This is an optimization exercise on Yosys and OpenROAD, whose aim is small area, not a production implementation. Function was checked by simulation only, so behaviour that the tests miss may differ from the original. Power figures rest on the tool's default switching activity, not on a simulated workload.

// clock_century
module clock_century(
    input           clk,
    input           reset_n,
    input  [1:0]    mode,
    input  [5:0]    select,
    input           button_inc,
    input           button_dec,
    input           am_pm,
    input  [5:0]    alarm_min,
    input  [4:0]    alarm_hour,
    input           alarm_i,
    output reg      alarm_o,
    output [13:0]   led_day,
    output [13:0]   led_month,
    output [13:0]   led_year,
    output [13:0]   led_hour,
    output [13:0]   led_min,
    output [13:0]   led_sec
);
Size in the first run: about 800 cells after synthesis, roughly 40 flip-flops, roughly 110 I/O pins, ~0.0057 sq mm of cells after synthesis.
Settings: LEC_CHECK=0, CAP_MARGIN=20, CORE_MARGIN=2, CORE_UTILIZATION=40, PLACE_DENSITY=0.6, SLEW_MARGIN=20; clock period 10.0 ns.
run.sh (not shown) runs the stock make flow with config.mk's settings and CLKGATE_MAP_FILE= SYNTH_SCRIPT=/design/flow/synth_recipe.tcl, a recipe that flattens the netlist after the stock synthesis.
The baseline went through all stages and came out clean.
Rerun with:
==> flow/flow/run.sh (new file) <==
#!/bin/bash
# The standard ORFS layout (standard.sh), with these changes:
#  - synthesis maps no half/full-adder cells and uses ABC with an
#    area-oriented script (flow/abc_area.script, in a copy of ORFS's scripts);
#  - the ports are buffered with the smallest buffer;
#  - the clock tree uses one buffer size and no dummy loads.
# Each step's full log is in orfs/logs/; make's output is in make_*.log.
set -euo pipefail
cp -r "$FLOW_HOME/scripts" scripts_local
cp flow/abc_area.script scripts_local/abc_area.script
bash standard.sh SCRIPTS_DIR="$PWD/scripts_local" ADDER_MAP_FILE= ABC_AREA=1 \
    "BUFFER_PORTS_ARGS=-buffer_cell sky130_fd_sc_hd__buf_1" \
    "CTS_ARGS=-sink_clustering_enable -repair_clock_nets -dont_use_dummy_load -root_buf sky130_fd_sc_hd__clkbuf_8 -buf_list sky130_fd_sc_hd__clkbuf_8 -sink_clustering_size 50 -sink_clustering_max_diameter 500" \
    finish > make_finish.log 2>&1
==> flow/flow/abc_area.script (new file) <==
strash
dc2
dch -f
map -a
topo
strash
dch -f
map -a
topo
==> flow/standard.sh (new file) <==
#!/bin/bash
# synth_recipe.tcl (not shown) runs the flow's synth.tcl, then flattens the netlist and writes it again
# the make line also repeats each setting of config.mk as NAME=value (left out here)
make -C /OpenROAD-flow-scripts/flow DESIGN_CONFIG=/design/flow/config.mk WORK_HOME=/design/flow/orfs CLKGATE_MAP_FILE= SYNTH_SCRIPT=/design/flow/synth_recipe.tcl "${@:-finish}"
removed: flow/run.sh
What happened: Critical path depth increases by 5. Setup slack improves by 0.68 ns. Non-clock buffer count is unchanged. Sequential power decreases by a quarter to a third. Cell count decreases by roughly a tenth. Utilization decreases by 2.2 points. Die area decreases by a quarter to a third.

========
clock_century, a different RTL version from the one above (not shown whole).
Size in the first run: roughly 110 I/O pins, about 3200 sq um of cells after synthesis.
export LEC_CHECK = 0
export CAP_MARGIN = 20
export CORE_MARGIN = 2
export CORE_UTILIZATION = 40
export PLACE_DENSITY = 0.6
export SLEW_MARGIN = 20
create_clock -name core_clock -period 10.0 [get_ports {clk}]
standard.sh (not shown) runs the stock make flow with config.mk's settings and CLKGATE_MAP_FILE= SYNTH_SCRIPT=/design/flow/synth_recipe.tcl, a recipe that flattens the netlist after the stock synthesis.
==> flow/flow/run.sh <==
#!/bin/bash
# The standard layout (standard.sh), with these changes:
#  - after the standard synthesis, its combinational logic is mapped again
#    by ABC with an area script (flow/reopt.tcl, flow/abc_area.script), from
#    four random seeds, keeping the smallest result; every flip-flop instance
#    is kept as the standard synthesis made it;
#  - the ports are buffered with the smallest buffer;
#  - the clock tree uses clkbuf_8 and no dummy loads.
# Logs: make_synth.log, reopt_<seed>.log, make_finish.log here, and each
# ORFS step's own log under orfs/logs/.
set -euo pipefail
R="$PWD/orfs/results/$FLOW_PLATFORM/clock_century/base"
bash standard.sh synth > make_synth.log 2>&1
cp "$R/1_2_yosys.v" "$R/1_2_yosys_standard.v"
best=""; bestarea=""
for s in 1 2 3 4; do
  sed "s/SEED/$s/g" flow/abc_area.script > "abc_area_$s.script"
  REOPT_LIB="$FLOW_HOME/platforms/$FLOW_PLATFORM/lib/sky130_fd_sc_hd__tt_025C_1v80.lib" \
  REOPT_IN="$R/1_2_yosys_standard.v" REOPT_OUT="$PWD/reopt_$s.v" \
  REOPT_ABC="$PWD/abc_area_$s.script" REOPT_STAT="$PWD/reopt_stat_$s.txt" \
      yosys -c flow/reopt.tcl > "reopt_$s.log" 2>&1 &
done
wait
for s in 1 2 3 4; do
  a=$(awk '/Chip area/ {print $NF}' "reopt_stat_$s.txt")
  echo "seed $s: area $a" >> reopt_summary.log
  if [[ -z "$best" ]] || awk -v a="$a" -v b="$bestarea" 'BEGIN{exit !(a < b)}'; then
    best=$s; bestarea=$a
  fi
done
echo "kept seed $best" >> reopt_summary.log
cp "reopt_$best.v" "$R/1_2_yosys.v"
rm -f "$R/1_synth.odb" "$R/1_synth.sdc"
bash standard.sh \
    "BUFFER_PORTS_ARGS=-buffer_cell sky130_fd_sc_hd__buf_1" \
    "CTS_ARGS=-sink_clustering_enable -repair_clock_nets -dont_use_dummy_load -root_buf sky130_fd_sc_hd__clkbuf_8 -buf_list sky130_fd_sc_hd__clkbuf_8 -sink_clustering_size 50 -sink_clustering_max_diameter 500" \
    finish > make_finish.log 2>&1
==> flow/flow/abc_area.script <==
strash
dc2
&get -n
&deepsyn -T 60 -S SEED
&put
dch -f
amap
topo
strash
&get -n
&deepsyn -T 30 -S SEED
&put
dch -f
amap
topo
==> flow/flow/reopt.tcl <==
# Re-maps the combinational logic of the standard synthesis's netlist with
# ABC (script abc_area.script beside this file), keeping every flip-flop and
# tie-cell instance, and so every register's name and cell type, unchanged.
yosys -import
set lib $::env(REOPT_LIB)
read_liberty -overwrite -ignore_miss_func -ignore_miss_dir $lib
read_verilog -overwrite $::env(REOPT_IN)
hierarchy -top $::env(FLOW_TOP)
blackbox {sky130_fd_sc_hd__df*} {sky130_fd_sc_hd__conb*}
flatten
opt_clean -purge
abc -script $::env(REOPT_ABC) -liberty $lib -dont_use *lpflow* -dont_use *probe*
opt_clean -purge
hilomap -singleton -hicell sky130_fd_sc_hd__conb_1 HI -locell sky130_fd_sc_hd__conb_1 LO
splitnets
opt_clean -purge
insbuf -buf sky130_fd_sc_hd__buf_4 A X
yosys rename -hide w:*.*
opt_clean -purge
tee -o $::env(REOPT_STAT) stat -liberty $lib
write_verilog -noattr -nohex -nodec $::env(REOPT_OUT)
The starting point finished with timing, DRC and antenna clean.
Rerun with:
==> flow/flow/run.sh (replaced) <==
#!/bin/bash
# The standard layout (standard.sh), with these changes:
#  - after the standard synthesis, its combinational logic is mapped again
#    by ABC with an area script (flow/reopt.tcl, flow/abc_area.script); every
#    flip-flop instance is kept as the standard synthesis made it;
#  - the ports are buffered with the smallest buffer;
#  - the clock tree uses clkbuf_8 and no dummy loads.
# Logs: make_synth.log, reopt.log, make_finish.log here, and each ORFS
# step's own log under orfs/logs/.
set -euo pipefail
R="$PWD/orfs/results/$FLOW_PLATFORM/clock_century/base"
bash standard.sh synth > make_synth.log 2>&1
cp "$R/1_2_yosys.v" "$R/1_2_yosys_standard.v"
REOPT_LIB="$FLOW_HOME/platforms/$FLOW_PLATFORM/lib/sky130_fd_sc_hd__tt_025C_1v80.lib" \
REOPT_IN="$R/1_2_yosys_standard.v" REOPT_OUT="$R/1_2_yosys.v" \
REOPT_ABC="$PWD/flow/abc_area.script" REOPT_STAT="$PWD/reopt_stat.txt" \
    yosys -c flow/reopt.tcl > reopt.log 2>&1
rm -f "$R/1_synth.odb" "$R/1_synth.sdc"
bash standard.sh \
    "BUFFER_PORTS_ARGS=-buffer_cell sky130_fd_sc_hd__buf_1" \
    "CTS_ARGS=-sink_clustering_enable -repair_clock_nets -dont_use_dummy_load -root_buf sky130_fd_sc_hd__clkbuf_8 -buf_list sky130_fd_sc_hd__clkbuf_8 -sink_clustering_size 50 -sink_clustering_max_diameter 500" \
    finish > make_finish.log 2>&1
==> flow/flow/abc_area.script (replaced) <==
strash
&get -n
&deepsyn -T 60
&put
dch -f
amap
topo
Outcome: The changed run ran to the end with no violations; core utilization is lower by 1.0 points; clock-buffer cell count is unchanged; via count climbs slightly; design area rose by a few percent; global-route usage goes up by 0.28 points; cell count is higher by a few percent; non-clock buffer count stays the same; setup slack gains 960 ps; power went up slightly.

==> separate check: timing with driven ports <==
The results above use ideal ports. As a check the final layouts listed here were re-extracted and re-timed, cells and wires unchanged.
Step 1 (the two cells are an assumption about what drives the block):
set clk [get_ports {clk}]
set_driving_cell -lib_cell sky130_fd_sc_hd__clkbuf_16 $clk
set_driving_cell -lib_cell sky130_fd_sc_hd__buf_2 [delete_from_list [all_inputs] $clk]
Step 2 adds t to the input delays and takes it off the output delays; t is the mean of the earliest and latest rising clock arrival at the registers after step 1. Input paths then give back, and output paths get back, about the clock's delay inside the block.
Three values: ideal, step 1, step 2; two values: the first two.
run	t, ns	setup WS [ns]	clock arrival spread, ns
the first run of note 1	0.327	4.570 / 4.533 / 4.859	0.005 / 0.005
the second run of note 1	0.316	5.253 / 5.260 / 4.944	0.016 / 0.016
the first run of note 2	0.318	3.831 / 3.841 / 3.524	0.015 / 0.015
the second run of note 2	0.320	4.791 / 4.801 / 4.482	0.013 / 0.013
After both steps setup and hold are still met in every run listed.
